This design comes from an exercise in tuning for small area and a short achievable clock period on the open sky130 flow, not from production work.
At most, simulation tests tie the RTL to the original design; equivalence was not proved.
Only the layout flow was run in runs 3, 4 and 6; the RTL was not checked for function there.
No activity file was given, so power comes from the tool's default toggle rates.

**design/flow/config.mk**
```make
export PLATFORM = sky130hd
export DESIGN_NAME = adc_to_vga
export DESIGN_NICKNAME = adc_to_vga
export VERILOG_FILES = /design/flow/design.v
export SDC_FILE = /design/flow/constraint.sdc
export NUM_CORES = 4
export LEC_CHECK = 0
export ABC_AREA = 1
export CAP_MARGIN = 20
export CORE_MARGIN = 2
export CORE_UTILIZATION = 40
export CTS_BUF_LIST = sky130_fd_sc_hd__clkbuf_4
export SLEW_MARGIN = 20
```
**design/flow/constraint.sdc**
```tcl
create_clock -name core_clock -period 110.0 [get_ports {clock}]
set_input_delay 22.0000 -clock core_clock [delete_from_list [all_inputs] [get_ports {clock}]]
set_output_delay 22.0000 -clock core_clock [all_outputs]
set_load 0.01 [all_outputs]
```
**design/flow/design.v**
```verilog
module ADC(clock, reset, ADC_CS_N, ADC_DIN, ADC_SCLK, ADC_DOUT, serial_parallel_data, pre_last);
	input clock, reset;
	output reg ADC_CS_N;
	output reg ADC_DIN;
	output reg ADC_SCLK;
	input ADC_DOUT;
	output reg [11:0] serial_parallel_data;
	output pre_last;
	reg [2:0] pre;
	reg [5:0] j;
	reg [11:0] buffer;
	reg [11:0] data;
	wire tick = pre[2] & pre[0];
	assign pre_last = pre[2] & ~pre[0];
	function [5:0] jstep(input [5:0] x, input ci);
		integer i;
		reg c;
		begin
			c = ci;
			for (i = 0; i < 6; i = i + 1) begin
				jstep[i] = x[i] ^ c;
				c = c & x[i];
			end
			jstep[0] = jstep[0] | c;
		end
	endfunction
	wire [5:0] j_next = jstep(j, tick);
	wire [3:0] cnt_next = j_next[5:2];
	wire quiet_next = (cnt_next == 4'd0);
	always @(posedge clock)
		if (reset) pre <= 3'd0;
		else if (pre_last) pre <= 3'd5;
		else if (tick) pre <= 3'd1;
		else pre <= pre + 3'd1;
	always @(posedge clock)
		if (reset) begin
			j <= 6'd1;
			ADC_CS_N <= 1'b1;
			ADC_SCLK <= 1'b1;
			ADC_DIN <= 1'b0;
			buffer <= 12'd0;
			data <= 12'd0;
			serial_parallel_data <= 12'd0;
		end else begin
			j <= j_next;
			if (tick) begin
			ADC_CS_N <= quiet_next;
			ADC_SCLK <= quiet_next | ~(j_next[1] ^ j_next[0]);
			ADC_DIN <= (cnt_next == 4'd1) | (cnt_next == 4'd7) | (cnt_next == 4'd8) | (cnt_next == 4'd12);
			if (j == 6'd1) begin
				data <= buffer;
				serial_parallel_data <= data;
			end
			if (j[1:0] == 2'b11 && j[5:2] != 4'd0)
				buffer <= {buffer[10:0], ADC_DOUT};
			end
		end
endmodule
module magnitude(voltage, clk, reset, pre_last, sel, cv_x, cv_t, cv_u, amp_t, amp_u, dc_offset);
input reset;
input [11:0] voltage;
input clk;
input pre_last;
input sel;
output [11:0] cv_x;
input [2:0] cv_t;
input [3:0] cv_u;
output reg [2:0] amp_t;
output reg [3:0] amp_u;
output reg [11:0] dc_offset;
reg [11:0] max;
reg [11:0] min;
reg [17:0] T;
function lt12(input [11:0] a, input [11:0] b);
	integer i;
	reg l;
	begin
		l = 1'b0;
		for (i = 0; i < 12; i = i + 1)
			l = (~a[i] & b[i]) | (~(a[i] ^ b[i]) & l);
		lt12 = l;
	end
endfunction
function [12:0] add12(input [11:0] a, input [11:0] b, input ci);
	integer i;
	reg c;
	begin
		c = ci;
		for (i = 0; i < 12; i = i + 1) begin
			add12[i] = a[i] ^ b[i] ^ c;
			c = (a[i] & b[i]) | (c & (a[i] ^ b[i]));
		end
		add12[12] = c;
	end
endfunction
function [18:0] inc18(input [17:0] x, input ci);
	integer i;
	reg c;
	begin
		c = ci;
		for (i = 0; i < 18; i = i + 1) begin
			inc18[i] = x[i] ^ c;
			c = c & x[i];
		end
		inc18[18] = c;
	end
endfunction
localparam [17:0] T0 = 18'd62144;    
wire [18:0] Tn = inc18(T, pre_last);
wire wend = Tn[18];
wire [12:0] sum = add12(max, min, 1'b0);
wire [12:0] dif = add12(max, ~min, 1'b1);
assign cv_x = sel ? dc_offset : dif[11:0];
always @(posedge clk)
if (reset) begin
	amp_t <= 3'd0;
	amp_u <= 4'd0;
	max <= 12'd0;
	min <= 12'hFFF;
	dc_offset <= 12'd0;
	T <= T0;
end else begin
	dc_offset <= sum[12:1];
	if (wend) begin
		amp_t <= 3'd0;
		amp_u <= 4'd0;
		max <= 12'd0;
		min <= 12'hFFF;
		T <= T0;
	end else begin
		if (~sel) begin
			amp_t <= cv_t;
			amp_u <= cv_u;
		end
		if (lt12(max, voltage)) max <= voltage;
		if (lt12(voltage, min)) min <= voltage;
		T <= Tn[17:0];
	end
end
endmodule
module conv50(x, t, u);
input [11:0] x;
output [2:0] t;
output [3:0] u;
function [13:0] add14(input [13:0] a, input [13:0] b);
	integer i;
	reg c;
	begin
		c = 1'b0;
		for (i = 0; i < 14; i = i + 1) begin
			add14[i] = a[i] ^ b[i] ^ c;
			c = (a[i] & b[i]) | (c & (a[i] ^ b[i]));
		end
	end
endfunction
wire [13:0] p = add14(add14({1'b0, x, 1'b0}, {2'b0, x}), {5'b0, x[11:3]});
wire [5:0] v = p[13:8];
reg [6:0] tu;
always @(*) begin
	case (v)
		6'd0: tu = 7'h00; 6'd1: tu = 7'h01; 6'd2: tu = 7'h02; 6'd3: tu = 7'h03; 6'd4: tu = 7'h04;
		6'd5: tu = 7'h05; 6'd6: tu = 7'h06; 6'd7: tu = 7'h07; 6'd8: tu = 7'h08; 6'd9: tu = 7'h09;
		6'd10: tu = 7'h10; 6'd11: tu = 7'h11; 6'd12: tu = 7'h12; 6'd13: tu = 7'h13; 6'd14: tu = 7'h14;
		6'd15: tu = 7'h15; 6'd16: tu = 7'h16; 6'd17: tu = 7'h17; 6'd18: tu = 7'h18; 6'd19: tu = 7'h19;
		6'd20: tu = 7'h20; 6'd21: tu = 7'h21; 6'd22: tu = 7'h22; 6'd23: tu = 7'h23; 6'd24: tu = 7'h24;
		6'd25: tu = 7'h25; 6'd26: tu = 7'h26; 6'd27: tu = 7'h27; 6'd28: tu = 7'h28; 6'd29: tu = 7'h29;
		6'd30: tu = 7'h30; 6'd31: tu = 7'h31; 6'd32: tu = 7'h32; 6'd33: tu = 7'h33; 6'd34: tu = 7'h34;
		6'd35: tu = 7'h35; 6'd36: tu = 7'h36; 6'd37: tu = 7'h37; 6'd38: tu = 7'h38; 6'd39: tu = 7'h39;
		6'd40: tu = 7'h40; 6'd41: tu = 7'h41; 6'd42: tu = 7'h42; 6'd43: tu = 7'h43; 6'd44: tu = 7'h44;
		6'd45: tu = 7'h45; 6'd46: tu = 7'h46; 6'd47: tu = 7'h47; 6'd48: tu = 7'h48; default: tu = 7'h49;
	endcase
end
assign t = tu[6:4];
assign u = tu[3:0];
endmodule
module frequency(clk, reset, data, mean, f_th, f_h, f_t, f_u);
	input clk;
	input reset;
	input [11:0] mean;
	input [11:0] data;
	output [2:0] f_th;
	output [3:0] f_h, f_t, f_u;
	reg [1:0] mode;
	reg [16:0] e;
	reg [4:0] aux;
	reg [16:0] R;
	reg [4:0] s;
	reg [14:0] Q;
	reg [14:0] fout;
	assign f_th = fout[14:12];
	assign f_h = fout[11:8];
	assign f_t = fout[7:4];
	assign f_u = fout[3:0];
	function lt12(input [11:0] a, input [11:0] b);
		integer i;
		reg l;
		begin
			l = 1'b0;
			for (i = 0; i < 12; i = i + 1)
				l = (~a[i] & b[i]) | (~(a[i] ^ b[i]) & l);
			lt12 = l;
		end
	endfunction
	function [17:0] inc17(input [16:0] x, input ci);
		integer i;
		reg c;
		begin
			c = ci;
			for (i = 0; i < 17; i = i + 1) begin
				inc17[i] = x[i] ^ c;
				c = c & x[i];
			end
			inc17[17] = c;
		end
	endfunction
	function [18:0] sub18(input [17:0] a, input [17:0] b);
		integer i;
		reg c;
		begin
			c = 1'b0;
			for (i = 0; i < 18; i = i + 1) begin
				sub18[i] = a[i] ^ ~b[i] ^ c;
				c = (a[i] & ~b[i]) | (c & (a[i] ^ ~b[i]));
			end
			sub18[18] = c;
		end
	endfunction
	wire lt = lt12(data, mean);
	wire eq = (data == mean);
	wire gt = ~lt & ~eq;
	wire xing = gt & ~mode[0];
	wire inc = (lt & ~mode[1]) | (gt & mode[0]);
	wire sat = e[16] & e[15] & ~e[14] & e[13];
	wire busy = ~(s[4] & s[0]);    
	wire last = s[4] & ~s[0];
	wire [17:0] e1x = inc17(e, ~busy & inc & ~sat);
	wire [16:0] e1 = e1x[16:0];
	wire [17:0] a1x = inc17({12'd0, aux}, inc);
	wire [4:0] aux1 = a1x[4:0];
	reg nb;
	always @(*) begin
		case (s)
			5'd0, 5'd1, 5'd6, 5'd7, 5'd9, 5'd11: nb = 1'b1;
			default: nb = 1'b0;
		endcase
	end
	wire [17:0] rs = {R, nb};
	wire [18:0] dfx = sub18(rs, {1'b0, e});
	wire [17:0] df = dfx[17:0];
	wire ge = dfx[18];
	function [3:0] adj(input [3:0] d);
		case (d)
			4'd5: adj = 4'd8;
			4'd6: adj = 4'd9;
			4'd7: adj = 4'd10;
			4'd8: adj = 4'd11;
			4'd9: adj = 4'd12;
			default: adj = d;
		endcase
	endfunction
	wire [3:0] au = adj(Q[3:0]);
	wire [3:0] at = adj(Q[7:4]);
	wire [3:0] ah = adj(Q[11:8]);
	wire [14:0] Qn = {Q[13:12], ah[3], ah[2:0], at[3], at[2:0], au[3], au[2:0], ge};
	wire qstep = (s >= 5'd5);
	always @(posedge clk) begin
		if (reset) begin
			mode <= 2'b00;
			e <= 17'h1FFFF;
			s <= 5'd17;
			Q <= 15'd0;
			fout <= 15'd0;
		end else begin
			if (xing) begin
				fout <= Q;
				Q <= 15'd0;
				R <= 17'd0;
				s <= 5'd0;
				aux <= 5'd0;
				mode <= 2'b11;
			end else begin
				if (gt & mode == 2'b11) mode <= 2'b01;
				if (lt & mode == 2'b01) mode <= 2'b00;
				if (busy) begin
					R <= ge ? df[16:0] : rs[16:0];
					if (qstep) Q <= Qn;
					s <= s + 5'd1;   
					aux <= aux1;
					if (last) e <= {12'd0, aux1};
				end
				if (~last) e <= e1;
			end
		end
	end
endmodule
module hvsync_generator(
    input clk,
    input reset,
    output en,
    output reg vga_h_sync,
    output reg vga_v_sync,
    output reg vga_blank,
    output reg [9:0] CounterX,
    output reg [8:0] CounterY
  );
    reg b;
    assign en = b;
    function [9:0] inc10(input [9:0] x, input ci);
      integer i;
      reg c;
      begin
        c = ci;
        for (i = 0; i < 10; i = i + 1) begin
          inc10[i] = x[i] ^ c;
          c = c & x[i];
        end
      end
    endfunction
    wire wrap = b & (CounterX == 10'd800);
    wire [9:0] xn = inc10(CounterX, b);
    wire [9:0] yn = inc10({1'b0, CounterY}, wrap);
    wire hs_n = ~((CounterX > 10'd656) && (CounterX < 10'd752));
    wire vs_n = ~(CounterY == 9'd491);
    always @(posedge clk)
    if (reset) begin
      b <= 1'b1;
      CounterX <= 10'd0;
      CounterY <= 9'd0;
    end else begin
      b <= ~b;
      CounterX <= wrap ? 10'd0 : xn;
      CounterY <= yn[8:0];
    end
    always @(posedge clk)
    if (reset) begin
      vga_h_sync <= 1'b1;
      vga_v_sync <= 1'b1;
      vga_blank <= 1'b1;
    end else if (b) begin
      vga_h_sync <= hs_n;
      vga_v_sync <= vs_n;
      vga_blank <= hs_n & vs_n;
    end
endmodule
module vga(vpp_t, vpp_u, off_t, off_u, sel, f_th, f_h, f_t, f_u, clk, reset, vga_h_sync, vga_v_sync, vga_R, vga_G, vga_B, vga_clk, vga_blank, vga_sync);
input clk;
input reset;
input [2:0] vpp_t;
input [3:0] vpp_u;
input [2:0] off_t;
input [3:0] off_u;
output sel;
input [2:0] f_th;
input [3:0] f_h, f_t, f_u;
output vga_h_sync, vga_v_sync, vga_clk, vga_blank, vga_sync;
output [7:0] vga_R, vga_G, vga_B;
wire [9:0] X;
wire [8:0] Y;
reg clk_25;
reg r_q, g_q;
wire pix_en;
wire blank;
always @(posedge clk)
	if (reset) clk_25 <= 1'b0;
	else clk_25 <= ~clk_25;
hvsync_generator sync_gen(.clk(clk), .reset(reset), .en(pix_en), .vga_h_sync(vga_h_sync), .vga_v_sync(vga_v_sync),
                            .vga_blank(blank), .CounterX(X), .CounterY(Y));
assign sel = (X >= 10'd240) && (X < 10'd320);
wire y40 = (Y == 9'd41) || (Y == 9'd80) || (Y == 9'd120) || (Y == 9'd160) || (Y == 9'd200) || (Y == 9'd240) ||
           (Y == 9'd280) || (Y == 9'd320) || (Y == 9'd360) || (Y == 9'd400) || (Y == 9'd439);
wire x40 = (X == 10'd42) || (X == 10'd81) || (X == 10'd121) || (X == 10'd161) || (X == 10'd201) || (X == 10'd241) ||
           (X == 10'd281) || (X == 10'd321) || (X == 10'd361) || (X == 10'd401) || (X == 10'd441) || (X == 10'd481) ||
           (X == 10'd521) || (X == 10'd561) || (X == 10'd601);
wire yellow = ((X == 10'd42) && (((Y >= 9'd41) && (Y <= 9'd430)) || (Y == 9'd439))) ||
              ((Y == 9'd439) && (X >= 10'd52) && (X <= 10'd601));
wire gonly = ((X >= 10'd43) && (X <= 10'd51) && y40) ||
             ((Y >= 9'd431) && (Y <= 9'd438) && x40);
reg box;
wire colL = (X == 10'd79) || (X == 10'd98) || (X == 10'd158) || (X == 10'd177) || (X == 10'd247) || (X == 10'd268) ||
            (X == 10'd399) || (X == 10'd413) || (X == 10'd428) || (X == 10'd444) || (X == 10'd458);
wire colRb = (X == 10'd108) || (X == 10'd168) || (X == 10'd187) || (X == 10'd257) || (X == 10'd278) ||
            (X == 10'd410) || (X == 10'd425) || (X == 10'd440) || (X == 10'd456) || (X == 10'd470);
wire colR = colRb || (X == 10'd90);
wire isL = colL, isR = colR;
wire inH = box & ~colRb;
always @(posedge clk)
	if (reset) box <= 1'b0;
	else if (pix_en) box <= colL | (box & ~colR);
reg [3:0] dg;
reg qf, qm;
always @(*) begin
	dg = 4'd0; qf = 1'b0; qm = 1'b0;
	if (X < 10'd96) dg = {1'b0, vpp_t};
	else if (X < 10'd128) dg = vpp_u;
	else if (X < 10'd240) dg = 4'd0;
	else if (X < 10'd264) dg = {1'b0, off_t};
	else if (X < 10'd320) begin dg = off_u; qf = 1'b1; end
	else if (X < 10'd412) dg = 4'd0;
	else if (X < 10'd427) begin dg = {1'b0, f_th}; qm = 1'b1; end
	else if (X < 10'd442) dg = f_h;
	else if (X < 10'd457) dg = f_t;
	else dg = f_u;
end
reg [6:0] sg;
always @(*) begin
	case (dg)
		4'd0: sg = 7'b1111110;
		4'd1: sg = 7'b0110000;
		4'd2: sg = 7'b1101101;
		4'd3: sg = qf ? 7'b1110011 : 7'b1111001;
		4'd4: sg = qm ? 7'b0110101 : 7'b0110011;
		4'd5: sg = 7'b1011011;
		4'd6: sg = 7'b1011111;
		4'd7: sg = 7'b1110000;
		4'd8: sg = 7'b1111111;
		default: sg = 7'b1111011;
	endcase
end
wire yup = (Y >= 9'd450) && (Y <= 9'd459);
wire ylo = (Y >= 9'd460) && (Y <= 9'd470);
wire dp = ((Y == 9'd469) || (Y == 9'd470)) &&
          (((X == 10'd94) || (X == 10'd95)) || ((X == 10'd171) || (X == 10'd172)) || ((X == 10'd261) || (X == 10'd262)));
wire seg = (inH && (Y == 9'd450) && sg[6]) || (isR && yup && sg[5]) || (isR && ylo && sg[4]) ||
           (inH && (Y == 9'd470) && sg[3]) || (isL && ylo && sg[2]) || (isL && yup && sg[1]) ||
           (inH && (Y == 9'd460) && sg[0]) || dp;
always @(posedge clk)
	if (reset) begin
		r_q <= 1'b0;
		g_q <= 1'b0;
	end else if (pix_en) begin
		r_q <= seg | yellow;
		g_q <= yellow | gonly;
	end
assign vga_R = {8{r_q}};
assign vga_G = {8{g_q}};
assign vga_B = 8'h00;
assign vga_blank = blank;
assign vga_sync = blank;
assign vga_clk = clk_25;
endmodule
module adc_to_vga(clock, reset, ADC_CS_N, ADC_DIN, ADC_SCLK, ADC_DOUT, vga_R, vga_G,
vga_B, vga_clk, vga_blank, vga_sync, vga_h_sync, vga_v_sync);
	output [7:0] vga_R, vga_G, vga_B;
	output wire vga_clk, vga_blank, vga_sync, vga_h_sync, vga_v_sync;
	input clock, reset;
	output wire ADC_CS_N;
	output wire ADC_DIN;
	output wire ADC_SCLK;
	input ADC_DOUT;
	wire [11:0] serial_parallel_data;
	wire pre_last;
	wire [2:0] amp_t;
	wire [3:0] amp_u;
	wire [11:0] signal_offset;
	wire sel;
	wire [11:0] cv_x;
	wire [2:0] cv_t;
	wire [3:0] cv_u;
	wire [2:0] f_th;
	wire [3:0] f_h, f_t, f_u;
ADC system_1(.clock(clock), .reset(reset), .ADC_CS_N(ADC_CS_N), .ADC_DIN(ADC_DIN), .ADC_SCLK(ADC_SCLK), .ADC_DOUT(ADC_DOUT),
	.serial_parallel_data(serial_parallel_data), .pre_last(pre_last));
magnitude system_2(.voltage(serial_parallel_data), .clk(clock), .reset(reset), .pre_last(pre_last), .sel(sel), .cv_x(cv_x), .cv_t(cv_t), .cv_u(cv_u),
	.amp_t(amp_t), .amp_u(amp_u), .dc_offset(signal_offset));
conv50 cv(.x(cv_x), .t(cv_t), .u(cv_u));
frequency system_3(.clk(clock), .reset(reset), .data(serial_parallel_data), .mean(signal_offset),
	.f_th(f_th), .f_h(f_h), .f_t(f_t), .f_u(f_u));
vga system_4(.vpp_t(amp_t), .vpp_u(amp_u), .off_t(cv_t), .off_u(cv_u), .sel(sel), .f_th(f_th), .f_h(f_h), .f_t(f_t), .f_u(f_u),
	.clk(clock), .reset(reset), .vga_h_sync(vga_h_sync), .vga_v_sync(vga_v_sync),
	.vga_R(vga_R), .vga_G(vga_G), .vga_B(vga_B), .vga_clk(vga_clk), .vga_blank(vga_blank), .vga_sync(vga_sync));
endmodule
```
**design/flow/run.sh**
```bash
#!/bin/bash
# synth_recipe.tcl (not shown) runs the flow's synth.tcl, then flattens the netlist and writes it again
# the make line also repeats each setting of config.mk as NAME=value (left out here)
make -C /OpenROAD-flow-scripts/flow DESIGN_CONFIG=/design/flow/config.mk WORK_HOME=/design/flow/orfs CLKGATE_MAP_FILE= SYNTH_SCRIPT=/design/flow/synth_recipe.tcl finish
```
==> impl_metrics.py, run 1 <==
metrics = {
    "run_status": {
        "status": "timing/DRC/antenna clean",
    },
    "synthesis": {
        "post-synth-top-area-cell": "sky130_fd_sc_hd__dfxtp_1",
        "postSynth.asyncResetShare_pct": 0,
        "synth.area.top_cells": "sky130_fd_sc_hd__dfxtp_1 29%, sky130_fd_sc_hd__ha_1 11%, sky130_fd_sc_hd__nand2_1 9.2%, sky130_fd_sc_hd__inv_1 7.7%, sky130_fd_sc_hd__fa_1 7.5%",
        "synth_warnings": 6,
        "ys_ff_latch": 212,
        "postSynth.topFlopCell": "sky130_fd_sc_hd__dfxtp_1",
        "postSynthAreaPerCell_um2": 7.44,
        "synthesis.instances": 1748,
        "yosysSeqAreaShare_pct": 34.3,
        "synth_edf_count": 22,
        "post_synth_num_cell_types": 53,
        "synthesized_cell_area_um2": 13000,
        "synthDominantCellAreaShare_pct": 29.2,
    },
    "cells_and_area": {
        "area_growth_pct": 9.71,
        "finalNetCount": 1942,
        "drive_gt1_share_pct": 7.82,
    },
    "timing": {
        "holdWs_ns": 0.408,
        "hold_viol_final": 0,
        "slew-limit-headroom_pct": 46.1,
        "tns_ns": 0,
        "max_freq_mhz": 42.1,
        "final_period_minus_worst_setup_slack_ns": 23.77,
        "layout_setup_ws_ns": 86.23,
        "final_max_slew_viol_count": 0,
        "grt_setup_unrepaired": "no",
        "setup_viol": 0,
        "finalClockSkew_ns": 0.0593,
        "worst_slew_pin_slew_ns": 0.804,
        "fin_crit_sh_pct": 21.6,
    },
    "clocking": {
        "cts_setup_buffers": 0,
        "cts_tree": "yes",
        "worst_skew_pair.late_latency_ns": 0.70,
        "cts_made_buffers": 58,
        "maximum_root_to_sink_buffer_count": 3,
        "clkSlewWorstSetupHoldPaths_ns": 0.07,
        "clock_sinks": 212,
        "cts_resized": 0,
        "cts-root-buf": "sky130_fd_sc_hd__clkbuf_4",
        "cts.htree.levels": 2,
        "ctsHoldBuffers": 0,
    },
    "drt": {
        "via_per_inst": 4.79,
        "drt_first_iter_violations": 540,
        "finalWirelength_mm": 27.5,
        "wl_per_cell_um": 12.2,
        "first_pass_iters": 6,
        "detailroute.via_count": 10800,
        "route.detailed.drc": 0,
        "ant_nets": 0,
    },
    "setup_path": {
        "crit_path_max_fanout": 9,
        "critPathRequiredTime_ns": 88.00,
        "max_stage_delay_ns": 0.60,
        "critical_path.cell_chain": "clkdlybuf4s50_1",
        "worst_path_max_delay_cell": "sky130_fd_sc_hd__clkdlybuf4s50_1",
        "worstSetupEndpointType": "primary output",
        "timing.critical_path.arrival_ns": 1.77,
        "path_class": "reg2out",
        "cp_num_buf_inv": 1,
        "cell_family_with_most_cp_delay": "buffers and inverters",
        "timing.critical_path.from_type": "register",
    },
    "job": {
        "cap_violations": 0,
    },
    "die": {
        "die_y_um": 184,
        "placeable_area_um2": 32300,
        "rows": 66,
        "number_of_top_level_pins": 35,
        "initial_core_util_pct": 40.3,
        "fp.dieArea_um2": 34000,
        "chipWidth_um": 184,
    },
    "global_routing": {
        "grtUsageTotal_pct": 16.6,
        "grt_start_max_net_pins": 63,
        "grt_antenna_before_repair": 1,
        "grt_pass1_vias": 10500,
        "grt_overflow": 0,
        "grt_pass1_wl_mm": 47.3,
    },
    "placed_design": {
        "detailed_place_hpwl_mm": 19.9,
        "place.port_buffers": 26,
        "place.gp.congestion": 0.843,
        "post-place-ws_ns": 86.24,
    },
    "power": {
        "pwr_density_cell_nw_per_um2": 29.5,
        "static-leakage-power_uw": 0.00677,
        "vdd_ir_drop_max_uv": 21.2,
    },
    "min_path": {
        "hold_path.class": "reg2reg",
    },
}
[registers in the layout, summed over array words and instances, names as in the netlist, 4 cells and up]
| name | cells |
|---|---|
| system_1.data | 12 |
| system_3.aux | 5 |
| system_3.s | 5 |
| system_2.amp_u | 4 |
| system_1.buffer | 12 |
| system_4.sync_gen.CounterX | 10 |
| system_1.serial_parallel_data | 12 |
| system_3.fout | 15 |
| system_2.max | 12 |
| system_1.j | 6 |
| system_2.min | 12 |
| system_2.dc_offset | 12 |
| system_3.e | 17 |
| system_3.R | 17 |
| system_3.Q | 15 |
| system_2.T | 18 |
| system_4.sync_gen.CounterY | 9 |
[per-stage QoR]
step | cells | area (µm²) | utilization (%) | power, µW
final | 2259 | 14300 | 44.2 | 421
after global routing | 2259 | 14300 | 44.2 | 475
after global placement | 2153 | 13500 | 41.9 | 347
after floorplan | 1755 | 13000 | - | 300
after CTS | 2258 | 14300 | 44.2 | 426
after detailed placement | 2153 | 13500 | 41.9 | 354
[power by group]
| part | switching (µW) | internal (µW) | leakage [µW] | total (µW) |
|---|---|---|---|---|
| clock | 33.6 | 36.2 | 0.000442 | 69.8 |
| combinational | 152 | 88.9 | 0.00456 | 241 |
| sequential | 10.5 | 98.8 | 0.00177 | 109 |
| total | 197 | 224 | 0.00677 | 421 |
[cells in the mapped netlist (all sizes together), types with 2 or more instances]
master,n
nand2,322
inv,276
nor2,218
dfxtp,190
o21ai,130
ha,119
nand3,110
a21oi,109
clkbuf,50
fa,49
buf,28
edfxtp,22
nand4,18
nor3,17
or2,15
o211ai,13
clkinv,8
o31ai,6
o2111ai,5
a31oi,4
nor4,4
xor2,4
a21boi,3
o21bai,3
xnor2,3
a211oi,2
a21o,2
a221oi,2
o311ai,2
[per-layer routing]
| metal | vias up | routed length (µm) | GRT usage (%) |
|---|---|---|---|
| met2 | 214 | 13000 | 28.8 |
| met4 | 0 | 728 | 6.34 |
| li1 | 5677 | - | - |
| met5 | - | 0 | 0 |
| met3 | 61 | 1070 | 2.71 |
| met1 | 4876 | 12800 | 20.7 |
[cells in the final DEF, fill, tap and decap left out, drive strengths merged, types with 4 or more instances in the layout]
cell type and n:
a21oi 109, a31oi 4, buf 9, clkbuf 87, clkdlybuf4s50 25, clkinv 24
conb 8, dfxtp 190, edfxtp 22, fa 49, ha 119, inv 277
nand2 322, nand3 110, nand4 18, nor2 218, nor3 17, nor4 4
o2111ai 5, o211ai 13, o21ai 130, o31ai 6, or2 15, xor2 4
[path summary, 6_finish.rpt]
path / slack (ns) / cells past startpoint / endpoint / start
setup / recovery: 86.23 / 1 / vga_G[7] / system_4.g_q$_SDFFE_PP0P_
hold / removal: 0.41 / 1 / system_4.clk_25$_SDFF_PP0_ / system_4.clk_25$_SDFF_PP0_
hold reg to reg: 0.41 / 1 / system_4.clk_25$_SDFF_PP0_ / system_4.clk_25$_SDFF_PP0_
setup reg to reg: 101.72 / 42 / system_4.r_q$_SDFFE_PP0P_ / system_2.max[0]$_SDFFE_PP0P_
[area by class of cell]
| type | count | area, µm² |
|---|---|---|
| fill | 3272 | 18000 |
| multi-input combinational | 1181 | 7130 |
| sequential | 212 | 4460 |
| inverter | 284 | 1070 |
| clock buffer | 87 | 653 |
| tap | 442 | 553 |
| timing repair buffer | 34 | 315 |
| clock inverter | 18 | 82.6 |
| antenna | 1 | 2.50 |
[logic make-up (layout without fill, tap and decap cells)]
logic type | count (synthesis) | in the layout | share of synthesized area [%]
simple gates | 710 | 710 | 22.7
buf+inv | 362 | 423 | 11.2
compound gates | 287 | 287 | 12.2
flops | 212 | 212 | 34.3
fa+ha+maj | 168 | 168 | 19.0
xor+xnor | 7 | 7 | 0.471
other cells | 1 | 9 | 0.0288
mux | 1 | 1 | 0.0866
==> inputs of run 2 (changes only) <==
--- a/design/flow/config.mk
+++ b/design/flow/config.mk
@@ -10,4 +10,5 @@
 export CORE_MARGIN = 2
 export CORE_UTILIZATION = 40
-export CTS_BUF_LIST = sky130_fd_sc_hd__clkbuf_4
+export CTS_BUF_LIST = sky130_fd_sc_hd__clkbuf_2
+export CTS_CLUSTER_SIZE = 30
 export SLEW_MARGIN = 20
==> impl_metrics.py, run 2 <==
metrics = {
    "synthesis": {
        "ys_ff_latch": 212,
        "yosysSeqAreaShare_pct": 34.3,
        "postSynthAreaPerCell_um2": 7.44,
        "synthesis.instances": 1748,
        "yosysMostFrequentCell": "sky130_fd_sc_hd__nand2_1",
        "synthDominantCellAreaShare_pct": 29.2,
        "synth.area.top_cells": "sky130_fd_sc_hd__dfxtp_1 29%, sky130_fd_sc_hd__ha_1 11%, sky130_fd_sc_hd__nand2_1 9.2%, sky130_fd_sc_hd__inv_1 7.7%, sky130_fd_sc_hd__fa_1 7.5%",
        "postSynth.topFlopCell": "sky130_fd_sc_hd__dfxtp_1",
        "post-synth-top-area-cell": "sky130_fd_sc_hd__dfxtp_1",
        "synthesized_cell_area_um2": 13000,
        "synth_commonest_cells": "318 x sky130_fd_sc_hd__nand2_1, 267 x sky130_fd_sc_hd__inv_1, 215 x sky130_fd_sc_hd__nor2_1",
        "post_synth_num_cell_types": 53,
        "synth_edf_count": 22,
        "postSynth.asyncResetShare_pct": 0,
        "synth_warnings": 6,
    },
    "global_routing": {
        "grt_pass1_vias": 10500,
        "grt_overflow": 0,
        "grtUsageTotal_pct": 16.7,
        "grt_start_max_net_pins": 63,
        "met2_global_route_usage_pct": 28.7,
        "grt_pass1_wl_mm": 47.4,
        "grt_antenna_before_repair": 1,
        "use_met1_pct": 20.9,
        "use_met3_pct": 2.90,
        "globalRoute.busiestLayer": "met2",
    },
    "job": {
        "cap_violations": 0,
    },
    "clocking": {
        "worst_skew_pair.late_latency_ns": 0.86,
        "maximum_root_to_sink_buffer_count": 3,
        "cts.htree.levels": 2,
        "ctsHoldBuffers": 0,
        "clock_sinks": 212,
        "cts_setup_buffers": 0,
        "cts-root-buf": "sky130_fd_sc_hd__clkbuf_2",
        "cts_made_buffers": 57,
        "clkSlewWorstSetupHoldPaths_ns": 0.11,
        "cts_tree": "yes",
        "cts_resized": 0,
    },
    "die": {
        "chipWidth_um": 184,
        "rows": 66,
        "initial_core_util_pct": 40.3,
        "fp.dieArea_um2": 34000,
        "number_of_top_level_pins": 35,
        "placeable_area_um2": 32300,
        "die_y_um": 184,
    },
    "placed_design": {
        "place.port_buffers": 26,
        "detailed_place_hpwl_mm": 19.9,
        "place.gp.congestion": 0.843,
    },
    "min_path": {
        "min_path_cells": 1,
        "hold_path.class": "reg2reg",
    },
    "timing": {
        "setup_viol": 0,
        "grt_setup_unrepaired": "no",
        "final_max_slew_viol_count": 0,
        "hold_viol_final": 0,
        "finalClockSkew_ns": 0.0726,
        "fin_crit_sh_pct": 21.7,
        "tns_ns": 0,
        "holdWs_ns": 0.415,
        "worst_slew_pin_slew_ns": 0.802,
        "slew-limit-headroom_pct": 46.2,
        "max_freq_mhz": 41.8,
        "final_period_minus_worst_setup_slack_ns": 23.92,
    },
    "cells_and_area": {
        "layout.cells.most_common_list": "318 x sky130_fd_sc_hd__nand2_1, 267 x sky130_fd_sc_hd__inv_1, 212 x sky130_fd_sc_hd__nor2_1",
        "top_register": "system_2.T",
        "drive_gt1_share_pct": 7.67,
        "largest_register_ff_count": 18,
        "final_common_cell": "sky130_fd_sc_hd__nand2_1",
        "finalNetCount": 1941,
        "reg.largest.list": "system_2.T: 18 flops, system_3.R: 17 flops, system_3.e: 17 flops",
        "area_growth_pct": 8.06,
    },
    "setup_path": {
        "crit_path_max_fanout": 9,
        "critical_path.cell_chain": "clkdlybuf4s50_1",
        "critPathRequiredTime_ns": 88.00,
        "cell_family_with_most_cp_delay": "buffers and inverters",
        "cp_num_buf_inv": 1,
        "timing.critical_path.arrival_ns": 1.92,
        "max_stage_delay_ns": 0.60,
        "path_depth": 1,
        "timing.critical_path.from_type": "register",
        "worstRegToRegCells": 42,
        "path_class": "reg2out",
        "worst_path_max_delay_cell": "sky130_fd_sc_hd__clkdlybuf4s50_1",
        "worstSetupEndpointType": "primary output",
    },
    "power": {
        "internal_power_uw": 211,
        "design_power_total_uw": 407,
        "static-leakage-power_uw": 0.00673,
        "vdd_ir_drop_max_uv": 21.5,
        "share_comb_of_total_power_pct": 59.4,
        "pwr_density_cell_nw_per_um2": 29.0,
        "swShare_pct": 48.3,
        "power.clock.fraction_pct": 13.8,
        "p_switching_uw": 197,
        "power.sequential.fraction_pct": 26.8,
    },
    "drt": {
        "detailroute.via_count": 10800,
        "ant_nets": 0,
        "finalWirelength_mm": 27.6,
        "route.detailed.drc": 0,
        "drt_first_iter_violations": 548,
        "wl_per_cell_um": 12.2,
        "via_per_inst": 4.79,
        "first_pass_iters": 5,
    },
    "run_status": {
        "status": "timing/DRC/antenna clean",
    },
}
## run 2: cell count changes in the layout (fill, tap and decap cells not counted)
cell,previous run,this run
sky130_fd_sc_hd__clkinv_4,0,1
sky130_fd_sc_hd__clkbuf_4,87,0
sky130_fd_sc_hd__clkinvlp_4,1,0
sky130_fd_sc_hd__clkbuf_2,0,85
sky130_fd_sc_hd__clkinv_2,5,4
sky130_fd_sc_hd__inv_6,1,0
sky130_fd_sc_hd__clkinv_1,19,18
sky130_fd_sc_hd__bufinv_16,0,1
## run 2: layer usage
metal | up-vias | routed length, µm
li1 | 5666 | -
met1 | 4871 | 12700
met2 | 209 | 13000
met3 | 66 | 1150
met4 | 0 | 728
met5 | - | 0
## run 2: path summary, 6_finish.rpt
kind / from / end / slack, ns
setup / recovery: system_4.g_q$_SDFFE_PP0P_ / vga_G[7] / 86.08
hold / removal: system_4.clk_25$_SDFF_PP0_ / system_4.clk_25$_SDFF_PP0_ / 0.42
setup reg to reg: system_2.max[0]$_SDFFE_PP0P_ / system_4.r_q$_SDFFE_PP0P_ / 101.71
hold reg to reg: system_4.clk_25$_SDFF_PP0_ / system_4.clk_25$_SDFF_PP0_ / 0.42
## run 2: logic make-up after synthesis
kind of cell               after synthesis  share of synthesized area [%]
and+or+nand+nor                        710                           22.7
buffers and inverters                  362                           11.2
AOI/OAI and AO/OA                      287                           12.2
DFF                                    212                           34.3
adders and majority gates              168                           19.0
xor gates and xnor gates                 7                          0.471
other                                    1                         0.0288
muxes                                    1                         0.0866
## run 2: area by class of cell
| class | instances | area [µm²] |
|---|---|---|
| fill | 3320 | 18200 |
| multi-input combinational | 1181 | 7130 |
| sequential | 212 | 4460 |
| inverter | 284 | 1070 |
| tap | 442 | 553 |
| clock buffer | 85 | 425 |
| timing repair buffer | 34 | 315 |
| clock inverter | 16 | 96.3 |
| antenna | 1 | 2.50 |
## run 2: power by group through the flow
stage | sequential (µW) | combinational, µW | clock (µW)
CTS | 109 | 244 | 59.1
global placement | 111 | 236 | 0
global route | 112 | 287 | 62.5
floorplan | 108 | 192 | 0
finish | 109 | 242 | 56.3
detailed placement | 111 | 243 | 0
## run 2: through the flow
step / utilization, % / instance area [µm²] / cells / worst slack, ns
after floorplan: - / 13000 / 1755 / 86.08
after global routing: 43.5 / 14100 / 2255 / 85.94
final: 43.5 / 14100 / 2255 / 86.08
after CTS: 43.5 / 14100 / 2254 / 85.97
after detailed placement: 41.9 / 13500 / 2153 / 86.24
after global placement: 41.9 / 13500 / 2153 / 86.27
==> inputs of run 3 (changes only) <==
--- a/design/flow/design.v
+++ b/design/flow/design.v
@@ -282,6 +282,6 @@
 				if (gt & mode == 2'b11) mode <= 2'b01;
 				if (lt & mode == 2'b01) mode <= 2'b00;
+				R <= ge ? df[16:0] : rs[16:0];    
 				if (busy) begin
-					R <= ge ? df[16:0] : rs[16:0];
 					if (qstep) Q <= Qn;
 					s <= s + 5'd1;   
--- a/design/flow/config.mk
+++ b/design/flow/config.mk
@@ -10,5 +10,3 @@
 export CORE_MARGIN = 2
 export CORE_UTILIZATION = 40
-export CTS_BUF_LIST = sky130_fd_sc_hd__clkbuf_2
-export CTS_CLUSTER_SIZE = 30
 export SLEW_MARGIN = 20
==> impl_metrics.py, run 3 <==
metrics = {
    "clocking": {
        "maximum_root_to_sink_buffer_count": 3,
        "cts.htree.levels": 1,
        "cts_setup_buffers": 0,
        "ctsHoldBuffers": 0,
        "cts-root-buf": "sky130_fd_sc_hd__clkbuf_16",
        "clock_sinks": 212,
        "cts_resized": 0,
        "cts_made_buffers": 23,
        "cts_tree": "yes",
        "worst_skew_pair.late_latency_ns": 0.52,
        "clkSlewWorstSetupHoldPaths_ns": 0.06,
    },
    "timing": {
        "finalClockSkew_ns": 0.00969,
        "fin_crit_sh_pct": 21.5,
        "setup_viol": 0,
        "final_max_slew_viol_count": 0,
        "grt_setup_unrepaired": "no",
        "tns_ns": 0,
        "hold_viol_final": 0,
        "slew-limit-headroom_pct": 31.1,
        "max_freq_mhz": 42.2,
        "final_period_minus_worst_setup_slack_ns": 23.68,
        "worst_slew_pin_slew_ns": 1.03,
    },
    "placed_design": {
        "detailed_place_hpwl_mm": 20.2,
        "place.port_buffers": 26,
        "place.gp.congestion": 0.888,
    },
    "power": {
        "pwr_density_cell_nw_per_um2": 18.3,
        "vdd_ir_drop_max_uv": 9.53,
        "design_power_total_uw": 262,
        "static-leakage-power_uw": 0.00641,
    },
    "setup_path": {
        "cp_num_buf_inv": 1,
        "critical_path.cell_chain": "clkdlybuf4s50_1",
        "timing.critical_path.arrival_ns": 1.68,
        "timing.rr.start": "system_3.s[0]$_SDFFE_PP1N_",
        "timing.critical_path.from_type": "register",
        "path_class": "reg2out",
        "path_depth": 1,
        "r2r_setup_slack_ns": 101.41,
        "worstSetupEndpointType": "primary output",
        "critPathRequiredTime_ns": 88.00,
        "worst_path_max_delay_cell": "sky130_fd_sc_hd__clkdlybuf4s50_1",
        "crit_path_max_fanout": 9,
        "cell_family_with_most_cp_delay": "buffers and inverters",
        "worstRegToRegCells": 27,
        "rr_endpoint": "system_3.R[11]$_SDFFCE_PP0N_",
        "max_stage_delay_ns": 0.61,
    },
    "global_routing": {
        "grtUsageTotal_pct": 16.5,
        "grt_antenna_before_repair": 0,
        "grt_overflow": 0,
        "grt_start_max_net_pins": 69,
        "grt_pass1_vias": 9894,
        "grt_pass1_wl_mm": 47.0,
    },
    "min_path": {
        "worst_hold_startpoint": "system_4.clk_25$_SDFF_PP0_",
        "hold_path_end": "system_4.clk_25$_SDFF_PP0_",
        "min_path_cells": 1,
        "hold_path.class": "reg2reg",
    },
    "synthesis": {
        "synth_edf_count": 22,
        "synthDominantCellAreaShare_pct": 29.0,
        "synthesized_cell_area_um2": 13100,
        "synth_commonest_cells": "339 x sky130_fd_sc_hd__nand2_1, 307 x sky130_fd_sc_hd__inv_1, 190 x sky130_fd_sc_hd__dfxtp_1",
        "synthesis.instances": 1751,
        "synth_warnings": 6,
        "ys_ff_latch": 212,
        "post-synth-top-area-cell": "sky130_fd_sc_hd__dfxtp_1",
        "postSynth.asyncResetShare_pct": 0,
        "yosysMostFrequentCell": "sky130_fd_sc_hd__nand2_1",
        "yosysSeqAreaShare_pct": 34.0,
        "synth.area.top_cells": "sky130_fd_sc_hd__dfxtp_1 29%, sky130_fd_sc_hd__ha_1 11%, sky130_fd_sc_hd__nand2_1 9.7%, sky130_fd_sc_hd__inv_1 8.8%, sky130_fd_sc_hd__fa_1 7.5%",
        "postSynth.topFlopCell": "sky130_fd_sc_hd__dfxtp_1",
        "postSynthAreaPerCell_um2": 7.50,
        "post_synth_num_cell_types": 47,
    },
    "drt": {
        "detailroute.via_count": 10600,
        "drt_first_iter_violations": 723,
        "route.detailed.drc": 0,
        "first_pass_iters": 5,
        "ant_nets": 0,
        "finalWirelength_mm": 27.4,
        "via_per_inst": 4.84,
        "wl_per_cell_um": 12.5,
    },
    "cells_and_area": {
        "final_common_cell": "sky130_fd_sc_hd__nand2_1",
        "drive_gt1_share_pct": 4.79,
        "layout.area.seq_um2": 4460,
        "fillerInstances": 3272,
        "multi_input_comb_area_um2": 7090,
        "layout.cells.most_common_list": "339 x sky130_fd_sc_hd__nand2_1, 307 x sky130_fd_sc_hd__inv_1, 190 x sky130_fd_sc_hd__dfxtp_1",
        "area_growth_pct": 9.13,
        "n_antenna_cell": 0,
        "reg.largest.list": "system_2.T: 18 flops, system_3.R: 17 flops, system_3.e: 17 flops",
        "top_register": "system_2.T",
        "finalNetCount": 1908,
        "largest_register_ff_count": 18,
    },
    "die": {
        "initial_core_util_pct": 40.4,
        "placeable_area_um2": 32500,
        "number_of_top_level_pins": 35,
        "chipWidth_um": 185,
        "rows": 66,
        "fp.dieArea_um2": 34300,
        "die_y_um": 185,
    },
    "run_status": {
        "status": "timing/DRC/antenna clean",
    },
    "job": {
        "cap_violations": 0,
    },
}
[run 3: cell count changes after synthesis, sizes merged, moves of 13 or more]
cell / change
nor2: -57
o21ai: -41
inv: +40
nand2: +26
a211oi: +25
nand3: +20
o211ai: +14
a21oi: -13
[run 3: through the flow]
step	instance area, µm²	hold slack, ns	utilization (%)	cells	worst slack, ns
after floorplan	13200	0.426	-	1758	86.68
after global placement	13600	0.401	42.0	2154	85.94
after detailed placement	13600	0.402	42.0	2154	85.92
after CTS	14300	0.415	44.1	2196	86.29
after global routing	14300	0.442	44.1	2196	86.25
final	14300	0.417	44.1	2196	86.32
[run 3: cell type report]
class / count / share of cell area (%)
Inverter: 325 / 8.52
Clock inverter: 12 / 0.524
Multi-Input combinational cell: 1144 / 49.5
Tap cell: 442 / 3.86
Sequential cell: 212 / 31.2
Timing Repair Buffer: 31 / 2.04
Clock buffer: 30 / 4.41
[run 3: cells by family after synthesis]
| kind of cell | synth area share [%] |
|---|---|
| other cells | 0.0286 |
| fa+ha+maj | 18.8 |
| flops | 34.0 |
| simple gates | 22.4 |
| buf+inv | 12.2 |
| xor+xnor | 0.534 |
| compound gates | 12.0 |
[run 3: how the worst max path moves through the flow]
stage / from / to
floorplan: reset / system_3.R[0]$_SDFFCE_PP0N_
global placement: reset / system_3.Q[9]$_SDFFE_PP0P_
detailed placement: reset / system_3.Q[11]$_SDFFE_PP0P_
CTS: system_4.r_q$_SDFFE_PP0P_ / vga_R[2]
global route: system_4.r_q$_SDFFE_PP0P_ / vga_R[4]
finish: system_4.r_q$_SDFFE_PP0P_ / vga_R[2]
[run 3: power breakdown]
part	internal, µW	total (µW)	switching, µW
registers	90.7	98.5	7.78
logic	34.4	91.2	56.8
clock network	40.7	72.7	32.0
total	166	262	96.6
[run 3: layer usage]
metal / up-vias / wire length (µm) / track usage [%]
li1: 5577 / - / -
met1: 4812 / 13700 / 23.2
met2: 185 / 11900 / 26.3
met3: 49 / 1050 / 2.44
met4: 0 / 641 / 4.57
met5: - / 0 / 0
==> inputs of run 4 (changes only) <==
--- a/design/flow/config.mk
+++ b/design/flow/config.mk
@@ -7,6 +7,6 @@
 export LEC_CHECK = 0
 export ABC_AREA = 1
-export CAP_MARGIN = 20
+export CAP_MARGIN = 50
 export CORE_MARGIN = 2
 export CORE_UTILIZATION = 40
-export SLEW_MARGIN = 20
+export SLEW_MARGIN = 70
==> impl_metrics.py, run 4 <==
metrics = {
    "run_status": {
        "status": "timing/DRC/antenna clean",
    },
    "drt": {
        "detailroute.via_count": 10500,
        "wl_per_cell_um": 12.4,
        "finalWirelength_mm": 27.2,
        "first_pass_iters": 6,
        "drt_first_iter_violations": 689,
        "route.detailed.drc": 0,
        "via_per_inst": 4.80,
        "ant_nets": 0,
    },
    "cells_and_area": {
        "n_antenna_cell": 0,
        "fin_cells": 2199,
        "finalNetCount": 1912,
        "largest_register_ff_count": 18,
        "fillerInstances": 3264,
        "area_growth_pct": 10.5,
        "reg.largest.list": "system_2.T: 18 flops, system_3.R: 17 flops, system_3.e: 17 flops",
        "final_common_cell": "sky130_fd_sc_hd__nand2_1",
        "drive_gt1_share_pct": 5.81,
        "layout.cells.most_common_list": "335 x sky130_fd_sc_hd__nand2_1, 305 x sky130_fd_sc_hd__inv_1, 189 x sky130_fd_sc_hd__dfxtp_1",
        "top_register": "system_2.T",
    },
    "synthesis": {
        "yosysSeqAreaShare_pct": 34.0,
        "synthesis.instances": 1751,
        "postSynth.topFlopCell": "sky130_fd_sc_hd__dfxtp_1",
        "post_synth_num_cell_types": 47,
        "postSynth.asyncResetShare_pct": 0,
        "synthesized_cell_area_um2": 13100,
        "yosysMostFrequentCell": "sky130_fd_sc_hd__nand2_1",
        "synth.area.top_cells": "sky130_fd_sc_hd__dfxtp_1 29%, sky130_fd_sc_hd__ha_1 11%, sky130_fd_sc_hd__nand2_1 9.7%, sky130_fd_sc_hd__inv_1 8.8%, sky130_fd_sc_hd__fa_1 7.5%",
        "synth_warnings": 6,
        "synth_edf_count": 22,
        "postSynthAreaPerCell_um2": 7.50,
        "post-synth-top-area-cell": "sky130_fd_sc_hd__dfxtp_1",
        "ys_ff_latch": 212,
        "synthDominantCellAreaShare_pct": 29.0,
        "synth_commonest_cells": "339 x sky130_fd_sc_hd__nand2_1, 307 x sky130_fd_sc_hd__inv_1, 190 x sky130_fd_sc_hd__dfxtp_1",
    },
    "die": {
        "number_of_top_level_pins": 35,
        "placeable_area_um2": 32500,
        "rows": 66,
        "initial_core_util_pct": 40.4,
        "chipWidth_um": 185,
        "die_y_um": 185,
        "fp.dieArea_um2": 34300,
    },
    "setup_path": {
        "timing.critical_path.arrival_ns": 1.64,
        "timing.critical_path.from_type": "register",
        "path_class": "reg2out",
        "r2r_setup_slack_ns": 101.73,
        "worstSetupEndpointType": "primary output",
        "critical_path.cell_chain": "clkdlybuf4s50_1",
        "cp_num_buf_inv": 1,
        "max_stage_delay_ns": 0.61,
        "worst_path_max_delay_cell": "sky130_fd_sc_hd__clkdlybuf4s50_1",
        "cell_family_with_most_cp_delay": "buffers and inverters",
        "critPathRequiredTime_ns": 88.00,
        "crit_path_max_fanout": 9,
    },
    "placed_design": {
        "place.gp.congestion": 0.888,
        "post-place-cells": 2157,
        "place.port_buffers": 26,
        "detailed_place_hpwl_mm": 20.4,
    },
    "power": {
        "internal_power_uw": 173,
        "swShare_pct": 35.7,
        "power.clock.fraction_pct": 29.2,
        "pwr_density_cell_nw_per_um2": 18.5,
        "design_power_total_uw": 269,
        "power.sequential.fraction_pct": 36.6,
        "share_comb_of_total_power_pct": 34.2,
        "p_switching_uw": 96.1,
        "vdd_ir_drop_max_uv": 10.9,
        "static-leakage-power_uw": 0.00649,
    },
    "global_routing": {
        "grt_start_max_net_pins": 65,
        "grt_pass1_wl_mm": 46.6,
        "grtUsageTotal_pct": 16.3,
        "grt_antenna_before_repair": 0,
        "grt_overflow": 0,
        "grt_pass1_vias": 9915,
    },
    "timing": {
        "hold_viol_final": 0,
        "final_period_minus_worst_setup_slack_ns": 23.64,
        "grt_setup_unrepaired": "no",
        "finalClockSkew_ns": 0.00925,
        "fin_crit_sh_pct": 21.5,
        "tns_ns": 0,
        "holdWs_ns": 0.415,
        "setup_viol": 0,
        "max_freq_mhz": 42.3,
        "final_max_slew_viol_count": 0,
    },
    "min_path": {
        "hold_path.class": "reg2reg",
    },
    "clocking": {
        "cts-root-buf": "sky130_fd_sc_hd__clkbuf_16",
        "cts_setup_buffers": 0,
        "clock_sinks": 212,
        "worst_skew_pair.late_latency_ns": 0.52,
        "cts.htree.levels": 1,
        "clkSlewWorstSetupHoldPaths_ns": 0.06,
        "cts_resized": 0,
        "maximum_root_to_sink_buffer_count": 3,
        "ctsHoldBuffers": 0,
        "cts_tree": "yes",
        "cts_made_buffers": 24,
    },
    "job": {
        "cap_violations": 0,
    },
}
==> run 4: layout make-up <==
class	instances	area (µm²)	area share, %
repair buffers	34	342	2.36
clock buffers	36	716	4.93
inverters	325	1240	8.54
multi-input cells	1144	7120	49.1
clock inverters	6	72.6	0.500
well taps	442	553	3.81
flip-flops and latches	212	4470	30.8
==> run 4: kinds of logic (layout without fill, tap and decap cells) <==
group | after synthesis | count (layout) | share of synthesized area [%]
flops | 212 | 212 | 34.0
xor+xnor | 8 | 8 | 0.534
other cells | 1 | 8 | 0.0286
simple gates | 693 | 693 | 22.4
fa+ha+maj | 168 | 168 | 18.8
buf+inv | 402 | 401 | 12.2
compound gates | 267 | 267 | 12.0
==> run 4: power groups by stage <==
stage / Combinational [µW] / Sequential [µW] / Clock [µW]
global route: 109 / 99.9 / 84.8
global placement: 88.9 / 99.9 / 0
CTS: 92.9 / 98.4 / 81.3
floorplan: 73.3 / 98.0 / 0
finish: 91.9 / 98.3 / 78.6
detailed placement: 92.4 / 99.9 / 0
==> run 4: path summary, 6_finish.rpt <==
| kind | to | cells past startpoint | from |
|---|---|---|---|
| max reg2reg | system_4.r_q$_SDFFE_PP0P_ | 40 | system_2.min[0]$_SDFFE_PP1P_ |
| min | system_4.clk_25$_SDFF_PP0_ | 1 | system_4.clk_25$_SDFF_PP0_ |
| min reg2reg | system_4.clk_25$_SDFF_PP0_ | 1 | system_4.clk_25$_SDFF_PP0_ |
| max | vga_R[5] | 1 | system_4.r_q$_SDFFE_PP0P_ |
==> run 4: routing by layer <==
metal / routed length, µm / global-route usage (%) / up-vias
met5: 0 / 0 / -
met4: 437 / 4.19 / 0
met3: 1150 / 2.42 / 35
met2: 11800 / 26.1 / 173
met1: 13800 / 23.1 / 4759
li1: - / - / 5579
==> run 4: per-stage QoR <==
stage	cell area, µm²	setup slack [ns]	util [%]
floorplan	13200	86.68	-
global placement	13600	85.94	42.0
detailed placement	13700	86.73	42.2
CTS	14500	86.31	44.6
global route	14500	86.27	44.7
finish	14500	86.36	44.7
==> inputs of run 5 (changes only) <==
--- a/design/flow/design.v
+++ b/design/flow/design.v
@@ -282,6 +282,6 @@
 				if (gt & mode == 2'b11) mode <= 2'b01;
 				if (lt & mode == 2'b01) mode <= 2'b00;
-				R <= ge ? df[16:0] : rs[16:0];    
 				if (busy) begin
+					R <= ge ? df[16:0] : rs[16:0];
 					if (qstep) Q <= Qn;
 					s <= s + 5'd1;   
--- a/design/flow/config.mk
+++ b/design/flow/config.mk
@@ -7,6 +7,6 @@
 export LEC_CHECK = 0
 export ABC_AREA = 1
-export CAP_MARGIN = 50
+export CAP_MARGIN = 20
 export CORE_MARGIN = 2
 export CORE_UTILIZATION = 40
-export SLEW_MARGIN = 70
+export SLEW_MARGIN = 20
==> impl_metrics.py, run 5 <==
metrics = {
    "timing": {
        "max_freq_mhz": 42.3,
        "finalClockSkew_ns": 0.0184,
        "final_period_minus_worst_setup_slack_ns": 23.62,
        "worst_slew_pin_slew_ns": 0.806,
        "tns_ns": 0,
        "layout_setup_ws_ns": 86.38,
        "setup_viol": 0,
        "grt_setup_unrepaired": "no",
        "slew-limit-headroom_pct": 46.0,
        "final_max_slew_viol_count": 0,
        "fin_crit_sh_pct": 21.5,
        "hold_viol_final": 0,
    },
    "drt": {
        "via_per_inst": 4.82,
        "wl_per_cell_um": 12.4,
        "detailroute.via_count": 10600,
        "first_pass_iters": 6,
        "route.detailed.drc": 0,
        "finalWirelength_mm": 27.2,
        "ant_nets": 0,
        "drt_first_iter_violations": 574,
    },
    "setup_path": {
        "timing.critical_path.arrival_ns": 1.62,
        "cp_num_buf_inv": 1,
        "path_class": "reg2out",
        "critical_path.cell_chain": "clkdlybuf4s50_1",
        "cell_family_with_most_cp_delay": "buffers and inverters",
        "max_stage_delay_ns": 0.60,
        "crit_path_max_fanout": 9,
        "rr_endpoint": "system_4.r_q$_SDFFE_PP0P_",
        "timing.rr.start": "system_2.max[0]$_SDFFE_PP0P_",
        "worstRegToRegCells": 42,
        "r2r_setup_slack_ns": 101.68,
        "timing.critical_path.from_type": "register",
        "worst_path_max_delay_cell": "sky130_fd_sc_hd__clkdlybuf4s50_1",
        "worstSetupEndpointType": "primary output",
        "critPathRequiredTime_ns": 88.00,
    },
    "job": {
        "cap_violations": 0,
    },
    "power": {
        "pwr_density_cell_nw_per_um2": 30.2,
        "static-leakage-power_uw": 0.00672,
        "design_power_total_uw": 432,
        "vdd_ir_drop_max_uv": 21.2,
    },
    "min_path": {
        "hold_path_end": "system_4.clk_25$_SDFF_PP0_",
        "hold_path.class": "reg2reg",
        "worst_hold_startpoint": "system_4.clk_25$_SDFF_PP0_",
        "min_path_cells": 1,
    },
    "clocking": {
        "clock_sinks": 212,
        "maximum_root_to_sink_buffer_count": 3,
        "cts_tree": "yes",
        "cts-root-buf": "sky130_fd_sc_hd__clkbuf_16",
        "worst_skew_pair.late_latency_ns": 0.53,
        "cts_resized": 0,
        "cts.htree.levels": 1,
        "clkSlewWorstSetupHoldPaths_ns": 0.06,
        "cts_setup_buffers": 0,
        "ctsHoldBuffers": 0,
        "cts_made_buffers": 25,
    },
    "cells_and_area": {
        "largest_register_ff_count": 18,
        "reg.largest.list": "system_2.T: 18 flops, system_3.R: 17 flops, system_3.e: 17 flops",
        "area_growth_pct": 10.2,
        "finalNetCount": 1909,
        "n_antenna_cell": 0,
        "top_register": "system_2.T",
        "drive_gt1_share_pct": 4.78,
        "finish.utilization_pct": 44.4,
        "layout.cells.most_common_list": "318 x sky130_fd_sc_hd__nand2_1, 267 x sky130_fd_sc_hd__inv_1, 212 x sky130_fd_sc_hd__nor2_1",
        "design_area_um2": 14300,
        "final_common_cell": "sky130_fd_sc_hd__nand2_1",
    },
    "synthesis": {
        "synth_edf_count": 22,
        "main_combinational_cell_family_by_area_after_synthesis": "simple AND/OR/NAND/NOR gates",
        "synth-xor-area-share_pct": 0.471,
        "postSynth.asyncResetShare_pct": 0,
        "synth_compound_gate_area_share_pct": 12.2,
        "ys_ff_latch": 212,
        "synth-adder-area-share_pct": 19.0,
        "yosysMostFrequentCell": "sky130_fd_sc_hd__nand2_1",
        "synth_commonest_cells": "318 x sky130_fd_sc_hd__nand2_1, 267 x sky130_fd_sc_hd__inv_1, 215 x sky130_fd_sc_hd__nor2_1",
        "postSynth.topFlopCell": "sky130_fd_sc_hd__dfxtp_1",
        "post_synth_and_or_nand_nor_area_fraction_pct": 22.7,
        "synth_warnings": 6,
        "synth.area.top_cells": "sky130_fd_sc_hd__dfxtp_1 29%, sky130_fd_sc_hd__ha_1 11%, sky130_fd_sc_hd__nand2_1 9.2%, sky130_fd_sc_hd__inv_1 7.7%, sky130_fd_sc_hd__fa_1 7.5%",
        "post_synth_num_cell_types": 53,
        "yosysSeqAreaShare_pct": 34.3,
        "synthDominantCellAreaShare_pct": 29.2,
        "synth.area.mux_share_pct": 0.0866,
        "synthesis.instances": 1748,
        "postSynthAreaPerCell_um2": 7.44,
        "synthesized_cell_area_um2": 13000,
        "post-synth-top-area-cell": "sky130_fd_sc_hd__dfxtp_1",
    },
    "placed_design": {
        "placed_area_um2": 13500,
        "place.port_buffers": 26,
        "detailed_place_hpwl_mm": 19.9,
        "place.gp.congestion": 0.843,
        "post-place-ws_ns": 86.24,
    },
    "die": {
        "fp.dieArea_um2": 34000,
        "initial_core_util_pct": 40.3,
        "chipWidth_um": 184,
        "die_y_um": 184,
        "rows": 66,
        "number_of_top_level_pins": 35,
        "placeable_area_um2": 32300,
    },
    "global_routing": {
        "grt_start_max_net_pins": 63,
        "grtUsageTotal_pct": 16.5,
        "grt_overflow": 0,
        "grt_antenna_before_repair": 0,
        "grt_pass1_vias": 10200,
        "grt_pass1_wl_mm": 47.1,
    },
    "run_status": {
        "status": "timing/DRC/antenna clean",
    },
}
[run 5: final cells by class]
class                   instances  area [µm²]
fillers                      3237       18000
multi-input cells            1181        7130
flip-flops and latches        212        4460
inverters                     284        1070
clock buffers                  40         732
well taps                     442         553
repair buffers                 34         315
clock inverters                 6        65.1
[run 5: metal layers]
metal / global-route usage, % / part of all wire (%) / up-vias
met2: 28.8 / 47 / 198
met1: 21.4 / 47 / 4777
li1: - / - / 5572
met4: 4.74 / 2.6 / 0
met3: 2.05 / 3.6 / 48
met5: 0 / 0 / -
[run 5: metrics by stage]
stage                     cells  hold slack [ns]
after floorplan            1755            0.426
after global placement     2153            0.398
after detailed placement   2153            0.399
after CTS                  2199            0.407
after global routing       2199            0.423
final                      2199            0.409
[run 5: power breakdown]
group	total, µW	internal [µW]	switching [µW]
combinational	243	89.1	153
clock	80.2	47.8	32.3
sequential	109	98.9	10.5
total	432	236	196
[run 5: logic make-up (layout without fill, tap and decap cells)]
logic type | count (synthesis) | after routing
adder cells (fa/ha/maj) | 168 | 168
AND/OR/NAND/NOR | 710 | 710
buffers and inverters | 362 | 364
other | 1 | 8
flip-flops | 212 | 212
multiplexers | 1 | 1
XOR/XNOR | 7 | 7
AO/OA/AOI/OAI | 287 | 287
[run 5: worst max-delay path by stage]
stage | start | endpoint | cells past startpoint | slack, ns
2_1_floorplan | reset | system_3.R[0]$_SDFFCE_PP0P_ | 3 | 86.08
3_3_place_gp | reset | system_2.T[7]$_SDFF_PP1_ | 6 | 86.27
4_1_cts | system_4.g_q$_SDFFE_PP0P_ | vga_G[3] | 1 | 86.32
3_5_place_dp | reset | system_2.T[7]$_SDFF_PP1_ | 6 | 86.24
6_report | system_4.g_q$_SDFFE_PP0P_ | vga_G[7] | 1 | 86.38
5_1_grt | system_4.g_q$_SDFFE_PP0P_ | vga_G[3] | 1 | 86.29
==> inputs of run 6 (changes only) <==
--- a/design/flow/design.v
+++ b/design/flow/design.v
@@ -282,6 +282,6 @@
 				if (gt & mode == 2'b11) mode <= 2'b01;
 				if (lt & mode == 2'b01) mode <= 2'b00;
+				R <= ge ? df[16:0] : rs[16:0];    
 				if (busy) begin
-					R <= ge ? df[16:0] : rs[16:0];
 					if (qstep) Q <= Qn;
 					s <= s + 5'd1;   
==> design/flow/flow/run.sh (new file) <==
#!/bin/bash
# Standard layout; the only change is the cell used for the port buffers
# (a plain buf_2 instead of the one the resizer picks), so that the output
# and input paths are not slowed by a delay cell.
set -o pipefail
export BUFFER_PORTS_ARGS="-buffer_cell sky130_fd_sc_hd__buf_2"
bash standard.sh > standard.log 2>&1
==> design/flow/standard.sh (new file) <==
#!/bin/bash
# synth_recipe.tcl (not shown) runs the flow's synth.tcl, then flattens the netlist and writes it again
# the make line also repeats each setting of config.mk as NAME=value (left out here)
make -C /OpenROAD-flow-scripts/flow DESIGN_CONFIG=/design/flow/config.mk WORK_HOME=/design/flow/orfs CLKGATE_MAP_FILE= SYNTH_SCRIPT=/design/flow/synth_recipe.tcl "${@:-finish}"
--- a/design/flow/config.mk
+++ b/design/flow/config.mk
@@ -10,3 +10,4 @@
 export CORE_MARGIN = 2
 export CORE_UTILIZATION = 40
+export CTS_BUF_LIST = sky130_fd_sc_hd__clkbuf_4
 export SLEW_MARGIN = 20
removed: design/flow/run.sh
==> impl_metrics.py, run 6 <==
metrics = {
    "synthesis": {
        "synthesis.instances": 1751,
        "postSynthAreaPerCell_um2": 7.50,
        "postSynth.asyncResetShare_pct": 0,
        "ys_ff_latch": 212,
        "post_synth_num_cell_types": 47,
        "postSynth.topFlopCell": "sky130_fd_sc_hd__dfxtp_1",
        "synthesized_cell_area_um2": 13100,
        "synth_warnings": 6,
        "synthDominantCellAreaShare_pct": 29.0,
        "synth.area.top_cells": "sky130_fd_sc_hd__dfxtp_1 29%, sky130_fd_sc_hd__ha_1 11%, sky130_fd_sc_hd__nand2_1 9.7%, sky130_fd_sc_hd__inv_1 8.8%, sky130_fd_sc_hd__fa_1 7.5%",
        "yosysMostFrequentCell": "sky130_fd_sc_hd__nand2_1",
        "yosysSeqAreaShare_pct": 34.0,
        "synth_edf_count": 22,
        "post-synth-top-area-cell": "sky130_fd_sc_hd__dfxtp_1",
        "synth_commonest_cells": "339 x sky130_fd_sc_hd__nand2_1, 307 x sky130_fd_sc_hd__inv_1, 190 x sky130_fd_sc_hd__dfxtp_1",
    },
    "die": {
        "rows": 66,
        "number_of_top_level_pins": 35,
        "fp.dieArea_um2": 34300,
        "die_y_um": 185,
        "chipWidth_um": 185,
        "initial_core_util_pct": 40.4,
        "placeable_area_um2": 32500,
    },
    "cells_and_area": {
        "largest_register_ff_count": 18,
        "fillerInstances": 3279,
        "multi_input_comb_area_um2": 7090,
        "layout.area.seq_um2": 4460,
        "layout.cells.most_common_list": "339 x sky130_fd_sc_hd__nand2_1, 307 x sky130_fd_sc_hd__inv_1, 190 x sky130_fd_sc_hd__dfxtp_1",
        "final_common_cell": "sky130_fd_sc_hd__nand2_1",
        "area_growth_pct": 8.15,
        "drive_gt1_share_pct": 8.79,
        "finalNetCount": 1941,
        "design_area_um2": 14200,
        "top_register": "system_2.T",
        "finish.utilization_pct": 43.7,
        "reg.largest.list": "system_2.T: 18 flops, system_3.R: 17 flops, system_3.e: 17 flops",
    },
    "timing": {
        "final_max_slew_viol_count": 0,
        "worst_slew_pin_slew_ns": 0.944,
        "final_period_minus_worst_setup_slack_ns": 24.32,
        "holdWs_ns": 0.397,
        "setup_viol": 0,
        "finalClockSkew_ns": 0.0631,
        "layout_setup_ws_ns": 85.68,
        "max_freq_mhz": 41.1,
        "fin_crit_sh_pct": 22.1,
        "tns_ns": 0,
        "hold_viol_final": 0,
        "grt_setup_unrepaired": "no",
        "slew-limit-headroom_pct": 37.0,
    },
    "placed_design": {
        "placed_area_um2": 13500,
        "detailed_place_hpwl_mm": 20.0,
        "place.gp.congestion": 0.891,
        "post-place-ws_ns": 85.28,
        "place.port_buffers": 26,
    },
    "clocking": {
        "cts-root-buf": "sky130_fd_sc_hd__clkbuf_4",
        "ctsHoldBuffers": 0,
        "maximum_root_to_sink_buffer_count": 3,
        "worst_skew_pair.late_latency_ns": 0.71,
        "cts.htree.levels": 2,
        "cts_setup_buffers": 0,
        "clock_sinks": 212,
        "cts_resized": 0,
        "cts_made_buffers": 56,
        "cts_tree": "yes",
        "clkSlewWorstSetupHoldPaths_ns": 0.06,
    },
    "power": {
        "static-leakage-power_uw": 0.00651,
        "share_comb_of_total_power_pct": 35.2,
        "swShare_pct": 37.4,
        "p_switching_uw": 96.1,
        "internal_power_uw": 161,
        "power.sequential.fraction_pct": 38.2,
        "power.clock.fraction_pct": 26.6,
        "pwr_density_cell_nw_per_um2": 18.1,
        "vdd_ir_drop_max_uv": 8.98,
    },
    "drt": {
        "detailroute.via_count": 10700,
        "drt_first_iter_violations": 774,
        "route.detailed.drc": 0,
        "wl_per_cell_um": 12.1,
        "finalWirelength_mm": 27.2,
        "wl_met2_mm": 11.6,
        "wl_met1_mm": 13.8,
        "highest-signal-layer": "met4",
        "ant_nets": 0,
        "route.met3.wl_mm": 1.15,
        "first_pass_iters": 6,
        "via_per_inst": 4.76,
    },
    "global_routing": {
        "grt_overflow": 0,
        "grt_pass1_wl_mm": 46.7,
        "grt_start_max_net_pins": 65,
        "grt_antenna_before_repair": 1,
        "grtUsageTotal_pct": 16.4,
        "grt_pass1_vias": 9799,
    },
    "setup_path": {
        "worstSetupEndpointType": "register",
        "worst_path_max_delay_cell": "sky130_fd_sc_hd__nand2_1",
        "timing.critical_path.arrival_ns": 24.86,
        "max_stage_delay_ns": 0.83,
        "cp_num_buf_inv": 3,
        "critPathRequiredTime_ns": 110.54,
        "critical_path.cell_chain": "buf_2 > buf_4 > clkinv_2 > nand2_1 > a21oi_1",
        "path_class": "in2reg",
        "timing.critical_path.from_type": "primary input",
        "crit_path_max_fanout": 58,
        "cell_family_with_most_cp_delay": "buffers and inverters",
    },
    "min_path": {
        "hold_path.class": "reg2reg",
    },
    "job": {
        "cap_violations": 0,
    },
    "run_status": {
        "status": "timing/DRC/antenna clean",
    },
}
## run 6: cell types whose count changed in the layout (fill, tap and decap cells not counted), sizes merged, moves of 22 or more
cell	previous run	this run
inv	277	317
clkdlybuf4s50	25	0
o21ai	130	89
clkbuf	40	82
nand2	322	348
a211oi	2	27
buf	9	31
nor2	218	161
## run 6: worst register-to-register path: cells and delay by family (launching register included)
family	cells	cell delay (ns)
AO/OA/AOI/OAI	3	0.49
adder cells (fa/ha/maj)	18	6.28
buffers and inverters	4	0.88
flip-flops	1	0.42
AND/OR/NAND/NOR	2	0.20
## run 6: cell type report
| cell class | instances | area share [%] |
|---|---|---|
| clock buffer | 82 | 4.34 |
| inverter | 325 | 8.60 |
| tap | 442 | 3.90 |
| antenna | 1 | 0.0176 |
| sequential | 212 | 31.5 |
| clock inverter | 14 | 0.591 |
| timing repair buffer | 31 | 1.18 |
| multi-input combinational | 1144 | 49.9 |
## run 6: power groups by stage
stage	clock, µW	sequential (µW)	combinational (µW)
2_1_floorplan	0	98.0	73.3
3_3_place_gp	0	99.9	88.5
5_1_grt	75.1	99.8	107
4_1_cts	71.3	98.4	91.2
6_report	68.2	98.2	90.4
3_5_place_dp	0	99.8	90.8
## run 6: stage by stage
step | std cells | total power, µW
after detailed placement | 2154 | 191
after global placement | 2154 | 188
final | 2251 | 257
after floorplan | 1758 | 171
after CTS | 2250 | 261
after global routing | 2251 | 282
## run 6: kinds of logic (layout without fill, tap and decap cells)
kind of cell | after synthesis | count (layout) | synth area share [%]
compound gates | 267 | 267 | 12.0
flops | 212 | 212 | 34.0
simple gates | 693 | 693 | 22.4
buf+inv | 402 | 452 | 12.2
xor+xnor | 8 | 8 | 0.534
other cells | 1 | 9 | 0.0286
fa+ha+maj | 168 | 168 | 18.8
## run 6: routing by layer
layer,up-vias,global-route usage [%]
met5,-,0
met4,0,5.84
met3,56,2.83
met2,209,25.1
met1,4772,23.3
li1,5680,-
## run 6: path summary, 6_finish.rpt
check                                                start                           end  slack (ns)  cells after the start
worst max-delay path                                 reset    system_3.Q[7]$_SDFFE_PP0P_       85.68                      5
worst min-delay path            system_4.clk_25$_SDFF_PP0_    system_4.clk_25$_SDFF_PP0_        0.40                      1
worst max register to register  system_3.s[0]$_SDFFE_PP1N_  system_3.R[11]$_SDFFCE_PP0N_      101.45                     27
worst min register to register  system_4.clk_25$_SDFF_PP0_    system_4.clk_25$_SDFF_PP0_        0.40                      1
